Background: an optimization exercise with open tools, aiming at small area, a short achievable clock period and few clock cycles per item. Do not read the settings as production practice.
At most, simulation tests tie the RTL to the original design; equivalence was not proved.
Power and IR drop assume default switching activity.

==> inputs of 11-23 <==
Design CNC, start of the top module:
module CNC(
    clk,
    rst_n,
    IN_VALID,
    MODE,
    IN,
    OUT_VALID,
    OUT
    );
input           clk, rst_n, IN_VALID;
input   [ 1:0]  MODE;
input   [ 7:0]  IN;
output          OUT_VALID;
output  [16:0]  OUT;
reg        OUT_VALID;
reg [16:0] OUT;
reg p1, p2, p3, p4;
reg mul, sub;
reg [8:0]  X;      
reg [8:0]  AB;     
reg [8:0]  S;      
reg [15:0] P;      
wire busy = p1 | p2 | p3;
wire [8:0] in_s = {IN[7], IN};
wire [8:0]  Y  = p4 ? S : in_s;
wire        g  = p4 & mul;                       
wire        z  = (p2 & mul) | (p4 & !mul);       
wire [16:0] A1 = !(busy | p4) ? {{8{IN[7]}}, in_s} : (z ? 17'd0 : OUT);
    wire pp0_0 = X[0] & Y[0];
    wire pp0_1 = X[0] & Y[1];
    wire pp0_2 = X[0] & Y[2];
    wire pp0_3 = X[0] & Y[3];
    wire pp0_4 = X[0] & Y[4];
    wire pp0_5 = X[0] & Y[5];
    wire pp0_6 = X[0] & Y[6];
    wire pp0_7 = X[0] & Y[7];
    wire pp0_8 = ~(X[0] & Y[8]);
    wire pp1_0 = X[1] & Y[0];
    wire pp1_1 = X[1] & Y[1];
    wire pp1_2 = X[1] & Y[2];
    wire pp1_3 = X[1] & Y[3];
    wire pp1_4 = X[1] & Y[4];
    wire pp1_5 = X[1] & Y[5];
    wire pp1_6 = X[1] & Y[6];
    wire pp1_7 = X[1] & Y[7];
    wire pp1_8 = ~(X[1] & Y[8]);
    wire pp2_0 = X[2] & Y[0];
    wire pp2_1 = X[2] & Y[1];
    wire pp2_2 = X[2] & Y[2];
    wire pp2_3 = X[2] & Y[3];
    wire pp2_4 = X[2] & Y[4];
    wire pp2_5 = X[2] & Y[5];
    wire pp2_6 = X[2] & Y[6];
    wire pp2_7 = X[2] & Y[7];
    wire pp2_8 = ~(X[2] & Y[8]);
    wire pp3_0 = X[3] & Y[0];
    wire pp3_1 = X[3] & Y[1];
    wire pp3_2 = X[3] & Y[2];
    wire pp3_3 = X[3] & Y[3];
    wire pp3_4 = X[3] & Y[4];
    wire pp3_5 = X[3] & Y[5];
    wire pp3_6 = X[3] & Y[6];
    wire pp3_7 = X[3] & Y[7];
    wire pp3_8 = ~(X[3] & Y[8]);
    wire pp4_0 = X[4] & Y[0];
    wire pp4_1 = X[4] & Y[1];
    wire pp4_2 = X[4] & Y[2];
    wire pp4_3 = X[4] & Y[3];
    wire pp4_4 = X[4] & Y[4];
    wire pp4_5 = X[4] & Y[5];
    wire pp4_6 = X[4] & Y[6];
    wire pp4_7 = X[4] & Y[7];
    wire pp4_8 = ~(X[4] & Y[8]);
    wire pp5_0 = X[5] & Y[0];
    wire pp5_1 = X[5] & Y[1];
    wire pp5_2 = X[5] & Y[2];
    wire pp5_3 = X[5] & Y[3];
    wire pp5_4 = X[5] & Y[4];
    wire pp5_5 = X[5] & Y[5];
    wire pp5_6 = X[5] & Y[6];
    wire pp5_7 = X[5] & Y[7];
    wire pp5_8 = ~(X[5] & Y[8]);
    wire pp6_0 = X[6] & Y[0];
    wire pp6_1 = X[6] & Y[1];
    wire pp6_2 = X[6] & Y[2];
  ...
==> flow/config.mk <==
export PLATFORM = sky130hd
export DESIGN_NAME = CNC
export DESIGN_NICKNAME = CNC
export VERILOG_FILES = /design/flow/design.v
export SDC_FILE = /design/flow/constraint.sdc
export NUM_CORES = 4
export LEC_CHECK = 0
export CAP_MARGIN = 20
export CORE_MARGIN = 2
export CORE_UTILIZATION = 40
export SETUP_SLACK_MARGIN = 1.5
export SLEW_MARGIN = 20
==> flow/constraint.sdc <==
create_clock -name core_clock -period 7.5 [get_ports {clk}]
set_input_delay 1.5000 -clock core_clock [delete_from_list [all_inputs] [get_ports {clk}]]
set_output_delay 1.5000 -clock core_clock [all_outputs]
set_load 0.01 [all_outputs]
run.sh (not shown) runs the stock make flow with config.mk's settings and CLKGATE_MAP_FILE= SYNTH_SCRIPT=/design/flow/synth_recipe.tcl, a recipe that flattens the netlist after the stock synthesis.
==> inputs of 02-03, as changes to 11-23 <==
- SETUP_SLACK_MARGIN: 1.5 -> default
==> report_table.html <==
<table>
<tr><th>Metric</th><th>Value</th></tr>
<tr><th colspan="2">Run status</th></tr>
<tr><td>Outcome</td><td>timing/DRC/antenna clean</td></tr>
<tr><th colspan="2">Final layout</th></tr>
<tr><td>Total of fill cells in the finished design</td><td>1623</td></tr>
<tr><th colspan="2">Setup path</th></tr>
<tr><td>Highest cell delay on the worst timing path</td><td>~0.53 ns</td></tr>
<tr><th colspan="2">Power and ir drop</th></tr>
<tr><td>Leak</td><td>3.43 nW</td></tr>
<tr><td>Total clock network power</td><td>~0.45 mW</td></tr>
<tr><td>Switching power as a share of total power</td><td>42.3%</td></tr>
<tr><td>Power density over the cells</td><td>310 nW/µm²</td></tr>
<tr><th colspan="2">Detailed routing</th></tr>
<tr><td>Met2 layer wire length in the routed design</td><td>8.83 mm</td></tr>
<tr><td>Wire length on met1</td><td>8.07 mm</td></tr>
<tr><th colspan="2">STA</th></tr>
<tr><td>Max_slew headroom</td><td>between 50% and 60%</td></tr>
<tr><th colspan="2">GRT</th></tr>
<tr><td>Number of global-route vias before repair</td><td>5629</td></tr>
</table>
The numbers above come from 11-23.

==> report_table.html <==
<table>
<tr><th>Metric</th><th>Value</th></tr>
<tr><th colspan="2">Setup path</th></tr>
<tr><td>Highest cell delay on the worst timing path</td><td>0.65 ns</td></tr>
<tr><th colspan="2">Power and ir drop</th></tr>
<tr><td>Total clock network power</td><td>around 0.45 mW</td></tr>
<tr><td>Power density over the cells</td><td>308 nW/µm²</td></tr>
<tr><td>Leak</td><td>around 3.4 nW</td></tr>
<tr><td>Switching power as a share of total power</td><td>a little over two fifths</td></tr>
<tr><th colspan="2">GRT</th></tr>
<tr><td>Number of global-route vias before repair</td><td>about 5600</td></tr>
<tr><th colspan="2">Detailed routing</th></tr>
<tr><td>Met2 layer wire length in the routed design</td><td>8.70 mm</td></tr>
<tr><th colspan="2">Floorplan</th></tr>
<tr><td>Die Height</td><td>136 µm</td></tr>
<tr><th colspan="2">Final layout</th></tr>
<tr><td>Total of fill cells in the finished design</td><td>1627</td></tr>
<tr><th colspan="2">Run status</th></tr>
<tr><td>Outcome</td><td>timing/DRC/antenna clean</td></tr>
<tr><th colspan="2">Clock network</th></tr>
<tr><td>Resized Gates After CTS</td><td>0</td></tr>
</table>
The numbers above come from 02-03.

Testbench counts of 11-23, summed over its fixed seeds: cycles 6,008, items 1,200.
Testbench counts of 02-03, summed over its fixed seeds: cycles 6,008, items 1,200.


==> delta: inputs <==
CNC, a different RTL version from the one above (not shown whole).
clock: 7.5 ns
lec_check: 0
cap_margin: 20
core_margin: 2
core_utilization: 65
setup_slack_margin: 3.5
slew_margin: 20
synth_hierarchical: 1
synth_minimum_keep_size: 0
standard.sh (not shown) runs the stock make flow with config.mk's settings and CLKGATE_MAP_FILE= SYNTH_SCRIPT=/design/flow/synth_recipe.tcl, a recipe that flattens the netlist after the stock synthesis.
==> flow/flow/run.sh <==
#!/bin/bash
set -euo pipefail
export BUFFER_PORTS_ARGS="-buffer_cell sky130_fd_sc_hd__buf_2"
bash standard.sh > flow_make.log 2>&1
==> maple: changes against delta <==
--- a/flow/config.mk
+++ b/flow/config.mk
@@ -10,3 +10,3 @@
 export CORE_UTILIZATION = 65
-export SETUP_SLACK_MARGIN = 3.5
+export SETUP_SLACK_MARGIN = 4.5
 export SLEW_MARGIN = 20
==> quartz: changes against delta <==
--- a/flow/config.mk
+++ b/flow/config.mk
@@ -10,3 +10,3 @@
 export CORE_UTILIZATION = 65
-export SETUP_SLACK_MARGIN = 3.5
+export SETUP_SLACK_MARGIN = 4.0
 export SLEW_MARGIN = 20
==> run notes <==
Flip-flop and latch count is the same in quartz and maple.
In quartz the clock-buffer cell count is lower than in maple, by 2.
Between maple and quartz, the lower first-iteration DRC count is in maple (gap about 3.3%, measured against quartz).
Between quartz and maple, the lower setup slack is in quartz (gap 71 ps).
Critical path depth: quartz is higher than delta (2).
The highest sequential share of layout area belongs to delta, the lowest to maple.
In die area, maple and quartz do not differ.
The highest cell area belongs to maple, the lowest to delta.
Power, lowest first: delta, quartz, maple.
The highest non-clock buffer count belongs to maple, the lowest to delta.
==> figures <==
Run status: maple complete, no violations; quartz complete, no violations; delta complete, no violations
DR vias: maple 5,796; quartz 5,575; delta 5,369
Met1 track demand over resource in global routing: maple 38.3%; quartz 37.8%; delta 35.9%
Crit path max fanout: maple 6; quartz 6; delta 10
Crit path depth: maple 13; quartz 15; delta 13
Maximum vdd drop: maple 407 µV; quartz 343 µV; delta 257 µV
DR WL met3: maple 866 µm; quartz 1120 µm; delta 778 µm
Clock skew after layout: maple 13.9 ps; quartz 22.2 ps; delta 19.9 ps
Final RePlAce weighted congestion: maple 0.964; quartz 0.925; delta 0.903
Post-Route WL: maple 18,100 µm; quartz 17,000 µm; delta 15,400 µm
Power share of the sequential group: maple 19.2%; quartz 21.1%; delta 26.3%
Pwr per Cell Area: maple 445 mW/mm²; quartz 430 mW/mm²; delta 374 mW/mm²
Launching element of the worst setup path: maple X[2]; quartz X[8]; delta X[4]
Number of standard cells in the layout, taps in and fillers out: maple 966; quartz 941; delta 914
Net total in the final layout: maple 891; quartz 867; delta 840
Total power: maple 3.64 mW; quartz 3.32 mW; delta 2.65 mW
Total clock network power: maple 0.330 mW; quartz 0.371 mW; delta 0.302 mW
Fraction of area in multi-input gates: maple 67.4%; quartz 67.9%; delta 69.5%
Worst R2R Start: maple X[2]; quartz X[8]; delta X[4]
Final Critical Period: maple 3500 ps; quartz 3570 ps; delta 3870 ps
Buffers & Inverters on Critical Path: maple 1; quartz 3; delta 0
Clock latency reported for the late side of the worst-skew pair: maple 380 ps; quartz 380 ps; delta 390 ps
No functional check of the RTL was part of any run of this note.


==> inputs of zinc <==
Another version of the RTL of CNC (not shown whole).
Settings: LEC_CHECK=0, CAP_MARGIN=20, CORE_MARGIN=2, CORE_UTILIZATION=65, SETUP_SLACK_MARGIN=4.0, SLEW_MARGIN=20, SYNTH_HIERARCHICAL=1, SYNTH_MINIMUM_KEEP_SIZE=0; clock period 7.5 ns.
Scripts as last shown in full above: flow/flow/run.sh
==> umber: changes against zinc <==
--- a/flow/design.v
+++ b/flow/design.v
@@ -293,146 +293,11 @@
 CNC_fa uts67 (.a(ts34), .b(ts50), .c(tc49), .s(ts67), .co(tc67));
     wire ts68, tc68;
 CNC_fa uts68 (.a(tc34), .b(ts51), .c(tc50), .s(ts68), .co(tc68));
     wire [16:0] R0 = {ts68, ts67, ts66, tc64, tc63, tc62, tc61, tc60, tc59, tc58, tc57, tc56, tc55, tc54, tc53, tc52, A1[0]};
     wire [16:0] R1 = {tc67, tc66, tc65, ts65, ts64, ts63, ts62, ts61, ts60, ts59, ts58, ts57, ts56, ts55, ts54, ts53, ts52};
-    wire [16:0] cp, cg, cc;
-    CNC_x2 ucp0 (.a(R0[0]), .b(R1[0]), .s(cp[0]));
-    CNC_an ucg0 (.a(R0[0]), .b(R1[0]), .y(cg[0]));
-    CNC_x2 ucp1 (.a(R0[1]), .b(R1[1]), .s(cp[1]));
-    CNC_an ucg1 (.a(R0[1]), .b(R1[1]), .y(cg[1]));
-    CNC_x2 ucp2 (.a(R0[2]), .b(R1[2]), .s(cp[2]));
-    CNC_an ucg2 (.a(R0[2]), .b(R1[2]), .y(cg[2]));
-    CNC_x2 ucp3 (.a(R0[3]), .b(R1[3]), .s(cp[3]));
-    CNC_an ucg3 (.a(R0[3]), .b(R1[3]), .y(cg[3]));
-    CNC_x2 ucp4 (.a(R0[4]), .b(R1[4]), .s(cp[4]));
-    CNC_an ucg4 (.a(R0[4]), .b(R1[4]), .y(cg[4]));
-    CNC_x2 ucp5 (.a(R0[5]), .b(R1[5]), .s(cp[5]));
-    CNC_an ucg5 (.a(R0[5]), .b(R1[5]), .y(cg[5]));
-    CNC_x2 ucp6 (.a(R0[6]), .b(R1[6]), .s(cp[6]));
-    CNC_an ucg6 (.a(R0[6]), .b(R1[6]), .y(cg[6]));
-    CNC_x2 ucp7 (.a(R0[7]), .b(R1[7]), .s(cp[7]));
-    CNC_an ucg7 (.a(R0[7]), .b(R1[7]), .y(cg[7]));
-    CNC_x2 ucp8 (.a(R0[8]), .b(R1[8]), .s(cp[8]));
-    CNC_an ucg8 (.a(R0[8]), .b(R1[8]), .y(cg[8]));
-    CNC_x2 ucp9 (.a(R0[9]), .b(R1[9]), .s(cp[9]));
-    CNC_an ucg9 (.a(R0[9]), .b(R1[9]), .y(cg[9]));
-    CNC_x2 ucp10 (.a(R0[10]), .b(R1[10]), .s(cp[10]));
-    CNC_an ucg10 (.a(R0[10]), .b(R1[10]), .y(cg[10]));
-    CNC_x2 ucp11 (.a(R0[11]), .b(R1[11]), .s(cp[11]));
-    CNC_an ucg11 (.a(R0[11]), .b(R1[11]), .y(cg[11]));
-    CNC_x2 ucp12 (.a(R0[12]), .b(R1[12]), .s(cp[12]));
-    CNC_an ucg12 (.a(R0[12]), .b(R1[12]), .y(cg[12]));
-    CNC_x2 ucp13 (.a(R0[13]), .b(R1[13]), .s(cp[13]));
-    CNC_an ucg13 (.a(R0[13]), .b(R1[13]), .y(cg[13]));
-    CNC_x2 ucp14 (.a(R0[14]), .b(R1[14]), .s(cp[14]));
-    CNC_an ucg14 (.a(R0[14]), .b(R1[14]), .y(cg[14]));
-    CNC_x2 ucp15 (.a(R0[15]), .b(R1[15]), .s(cp[15]));
-    CNC_an ucg15 (.a(R0[15]), .b(R1[15]), .y(cg[15]));
-    CNC_x2 ucp16 (.a(R0[16]), .b(R1[16]), .s(cp[16]));
-    CNC_an ucg16 (.a(R0[16]), .b(R1[16]), .y(cg[16]));
-    wire gg1_0 = cg[1] | (cp[1] & cg[0]);
-    wire pp1_0x = cp[1] & cp[0];
-    wire gg3_2 = cg[3] | (cp[3] & cg[2]);
-    wire pp3_2x = cp[3] & cp[2];
-    wire gg5_4 = cg[5] | (cp[5] & cg[4]);
-    wire pp5_4x = cp[5] & cp[4];
-    wire gg7_6 = cg[7] | (cp[7] & cg[6]);
-    wire pp7_6x = cp[7] & cp[6];
-    wire gg9_8 = cg[9] | (cp[9] & cg[8]);
-    wire pp9_8x = cp[9] & cp[8];
-    wire gg11_10 = cg[11] | (cp[11] & cg[10]);
-    wire pp11_10x = cp[11] & cp[10];
-    wire gg13_12 = cg[13] | (cp[13] & cg[12]);
-    wire pp13_12x = cp[13] & cp[12];
-    wire gg15_14 = cg[15] | (cp[15] & cg[14]);
-    wire pp15_14x = cp[15] & cp[14];
-    wire gg2_0 = cg[2] | (cp[2] & gg1_0);
-    wire pp2_0x = cp[2] & pp1_0x;
-    wire gg3_0 = gg3_2 | (pp3_2x & gg1_0);
-    wire pp3_0x = pp3_2x & pp1_0x;
-    wire gg6_4 = cg[6] | (cp[6] & gg5_4);
-    wire pp6_4x = cp[6] & pp5_4x;
-    wire gg7_4 = gg7_6 | (pp7_6x & gg5_4);
-    wire pp7_4x = pp7_6x & pp5_4x;
-    wire gg10_8 = cg[10] | (cp[10] & gg9_8);
-    wire pp10_8x = cp[10] & pp9_8x;
-    wire gg11_8 = gg11_10 | (pp11_10x & gg9_8);
-    wire pp11_8x = pp11_10x & pp9_8x;
-    wire gg14_12 = cg[14] | (cp[14] & gg13_12);
-    wire pp14_12x = cp[14] & pp13_12x;
-    wire gg15_12 = gg15_14 | (pp15_14x & gg13_12);
-    wire pp15_12x = pp15_14x & pp13_12x;
-    wire gg4_0 = cg[4] | (cp[4] & gg3_0);
-    wire pp4_0x = cp[4] & pp3_0x;
-    wire gg5_0 = gg5_4 | (pp5_4x & gg3_0);
-    wire pp5_0x = pp5_4x & pp3_0x;
-    wire gg6_0 = gg6_4 | (pp6_4x & gg3_0);
-    wire pp6_0x = pp6_4x & pp3_0x;
-    wire gg7_0 = gg7_4 | (pp7_4x & gg3_0);
-    wire pp7_0x = pp7_4x & pp3_0x;
-    wire gg12_8 = cg[12] | (cp[12] & gg11_8);
-    wire pp12_8x = cp[12] & pp11_8x;
-    wire gg13_8 = gg13_12 | (pp13_12x & gg11_8);
-    wire pp13_8x = pp13_12x & pp11_8x;
-    wire gg14_8 = gg14_12 | (pp14_12x & gg11_8);
-    wire pp14_8x = pp14_12x & pp11_8x;
-    wire gg15_8 = gg15_12 | (pp15_12x & gg11_8);
-    wire pp15_8x = pp15_12x & pp11_8x;
-    wire gg8_0 = cg[8] | (cp[8] & gg7_0);
-    wire pp8_0x = cp[8] & pp7_0x;
-    wire gg9_0 = gg9_8 | (pp9_8x & gg7_0);
-    wire pp9_0x = pp9_8x & pp7_0x;
-    wire gg10_0 = gg10_8 | (pp10_8x & gg7_0);
-    wire pp10_0x = pp10_8x & pp7_0x;
-    wire gg11_0 = gg11_8 | (pp11_8x & gg7_0);
-    wire pp11_0x = pp11_8x & pp7_0x;
-    wire gg12_0 = gg12_8 | (pp12_8x & gg7_0);
-    wire pp12_0x = pp12_8x & pp7_0x;
-    wire gg13_0 = gg13_8 | (pp13_8x & gg7_0);
-    wire pp13_0x = pp13_8x & pp7_0x;
-    wire gg14_0 = gg14_8 | (pp14_8x & gg7_0);
-    wire pp14_0x = pp14_8x & pp7_0x;
-    wire gg15_0 = gg15_8 | (pp15_8x & gg7_0);
-    wire pp15_0x = pp15_8x & pp7_0x;
-    wire gg16_0 = cg[16] | (cp[16] & gg15_0);
-    wire pp16_0x = cp[16] & pp15_0x;
-    assign cc[0] = 1'b0;
-    assign cc[1] = cg[0];
-    assign cc[2] = gg1_0;
-    assign cc[3] = gg2_0;
-    assign cc[4] = gg3_0;
-    assign cc[5] = gg4_0;
-    assign cc[6] = gg5_0;
-    assign cc[7] = gg6_0;
-    assign cc[8] = gg7_0;
-    assign cc[9] = gg8_0;
-    assign cc[10] = gg9_0;
-    assign cc[11] = gg10_0;
-    assign cc[12] = gg11_0;
-    assign cc[13] = gg12_0;
-    assign cc[14] = gg13_0;
-    assign cc[15] = gg14_0;
-    assign cc[16] = gg15_0;
-    wire [16:0] M;
-    CNC_x2 ucs0 (.a(cp[0]), .b(cc[0]), .s(M[0]));
-    CNC_x2 ucs1 (.a(cp[1]), .b(cc[1]), .s(M[1]));
-    CNC_x2 ucs2 (.a(cp[2]), .b(cc[2]), .s(M[2]));
-    CNC_x2 ucs3 (.a(cp[3]), .b(cc[3]), .s(M[3]));
-    CNC_x2 ucs4 (.a(cp[4]), .b(cc[4]), .s(M[4]));
-    CNC_x2 ucs5 (.a(cp[5]), .b(cc[5]), .s(M[5]));
-    CNC_x2 ucs6 (.a(cp[6]), .b(cc[6]), .s(M[6]));
-    CNC_x2 ucs7 (.a(cp[7]), .b(cc[7]), .s(M[7]));
-    CNC_x2 ucs8 (.a(cp[8]), .b(cc[8]), .s(M[8]));
-    CNC_x2 ucs9 (.a(cp[9]), .b(cc[9]), .s(M[9]));
-    CNC_x2 ucs10 (.a(cp[10]), .b(cc[10]), .s(M[10]));
-    CNC_x2 ucs11 (.a(cp[11]), .b(cc[11]), .s(M[11]));
-    CNC_x2 ucs12 (.a(cp[12]), .b(cc[12]), .s(M[12]));
-    CNC_x2 ucs13 (.a(cp[13]), .b(cc[13]), .s(M[13]));
-    CNC_x2 ucs14 (.a(cp[14]), .b(cc[14]), .s(M[14]));
-    CNC_x2 ucs15 (.a(cp[15]), .b(cc[15]), .s(M[15]));
-    CNC_x2 ucs16 (.a(cp[16]), .b(cc[16]), .s(M[16]));
+    wire [16:0] M = R0 + R1;
 always @(posedge clk) begin
     OUT <= M;
     g    <= p4 & mul;
     a1en <= p3 | (p4 & mul) | ((p1 | p2) & !mul);
     P[15:9] <= OUT[15:9];
@@ -477,15 +342,10 @@
 module CNC_x2(a, b, s);
 input a, b;
 output s;
 assign s = a ^ b;
 endmodule
-module CNC_an(a, b, y);
-input a, b;
-output y;
-assign y = a & b;
-endmodule
 module CNC_mj(a, b, c, co);
 input a, b, c;
 output co;
 assign co = (a & b) | (a & c) | (b & c);
 endmodule
Settings changed: SETUP_SLACK_MARGIN 4.0 to 3.6.
==> harbor: changes against zinc <==
Settings changed: SETUP_SLACK_MARGIN 4.0 to 3.7.
==> comparison table <==
Run status: umber finished clean; zinc finished clean; harbor finished clean
Post-detail-place hpwl: umber 11,100 microns; zinc 10,600 microns; harbor 10,600 microns
Non-clock inverter count: umber 28; zinc 23; harbor 23
LEAKAGE: umber 0.00301 uW; zinc 0.00303 uW; harbor 0.00292 uW
Power share of the sequential group: umber 23.2%; zinc 24.1%; harbor 27.5%
Pre-antenna DRT Iters: umber 5; zinc 6; harbor 5
Count of mapped cells out of synthesis: umber 688; zinc 669; harbor 669
Fraction of standard cell area in multi-input logic: umber 67.3%; zinc 67.3%; harbor 67.7%
Vias: umber 4,958; zinc 4,782; harbor 4,722
Slew at the pin with the worst max-slew slack: umber 0.948 ns; zinc 0.868 ns; harbor 0.917 ns
Dpl ws: umber 3.44 ns; zinc 3.65 ns; harbor 3.59 ns
Critical-path maximum fanout: umber 9; zinc 10; harbor 10
Share of synthesized cell area in full adder, half adder and majority cells: umber 24.1%; zinc 21.0%; harbor 21.0%
Critical Path Start: umber X[2]$_SDFF_PP0_; zinc X[3]$_SDFF_PP0_; harbor X[3]$_SDFF_PP0_
Met3 wire length: umber 631 microns; zinc 892 microns; harbor 814 microns
Area occupied by registers: umber 1600 sq um; zinc 1610 sq um; harbor 1570 sq um
Internal: umber 1590 uW; zinc 1500 uW; harbor 1320 uW
Worst path max stage delay: umber 0.48 ns; zinc 0.50 ns; harbor 0.51 ns
Global-route usage over all layers: umber 28.8%; zinc 29.3%; harbor 28.9%
Post-CTS Resized: umber 26; zinc 48; harbor 10
Detailed-route wire length: umber 14,500 microns; zinc 14,700 microns; harbor 14,000 microns
Testbench counts of zinc, summed over its fixed seeds: cycles 7,208, items 1,200.
Testbench counts of harbor, summed over its fixed seeds: cycles 7,208, items 1,200.
Only the layout flow was run in umber; the RTL was not checked for function there.

==> re-timing with driven ports <==
No port has a modelled driver above. Below, the same layouts with a new extraction and two added sets of constraints.
Step 1, drivers: a clkbuf_16 drives clk and a buf_2 each remaining input, both assumed.
Step 2 moves the port delays by t, midway between the first and last clock arrival at a register: inputs arrive t later, outputs are due t later. That takes back most of the time a late clock gives input paths.
a / b / c = ideal ports / drivers / drivers and shift; a / b = the first two.
run	t, ns	setup slack, ns	hold WS [ns]	worst register clock-pin slew, ns	pins driven straight from the clock port
11-23	0.391	1.694 / 1.720 / 1.330	0.545 / 0.545 / 0.545	0.07 / 0.07	1
02-03	0.387	1.006 / 1.026 / 0.640	0.550 / 0.550 / 0.550	0.06 / 0.06	1
delta	0.415	3.634 / 3.634 / 3.634	0.363 / 0.363 / 0.363	0.10 / 0.10	1
maple	0.407	4.001 / 4.001 / 4.001	0.367 / 0.367 / 0.367	0.09 / 0.09	1
quartz	0.411	3.930 / 3.930 / 3.930	0.372 / 0.372 / 0.372	0.11 / 0.11	1
zinc	0.400	3.986 / 3.986 / 3.899	0.376 / 0.376 / 0.376	0.09 / 0.09	1
umber	0.392	3.704 / 3.704 / 3.704	0.382 / 0.382 / 0.382	0.09 / 0.09	1
harbor	0.397	3.899 / 3.899 / 3.865	0.365 / 0.365 / 0.365	0.09 / 0.09	1
After both steps setup and hold are still met in every run listed. For 02-03, which loses most, drivers alone change the setup slack by +0.020 ns; drivers and shift together by -0.366 ns.
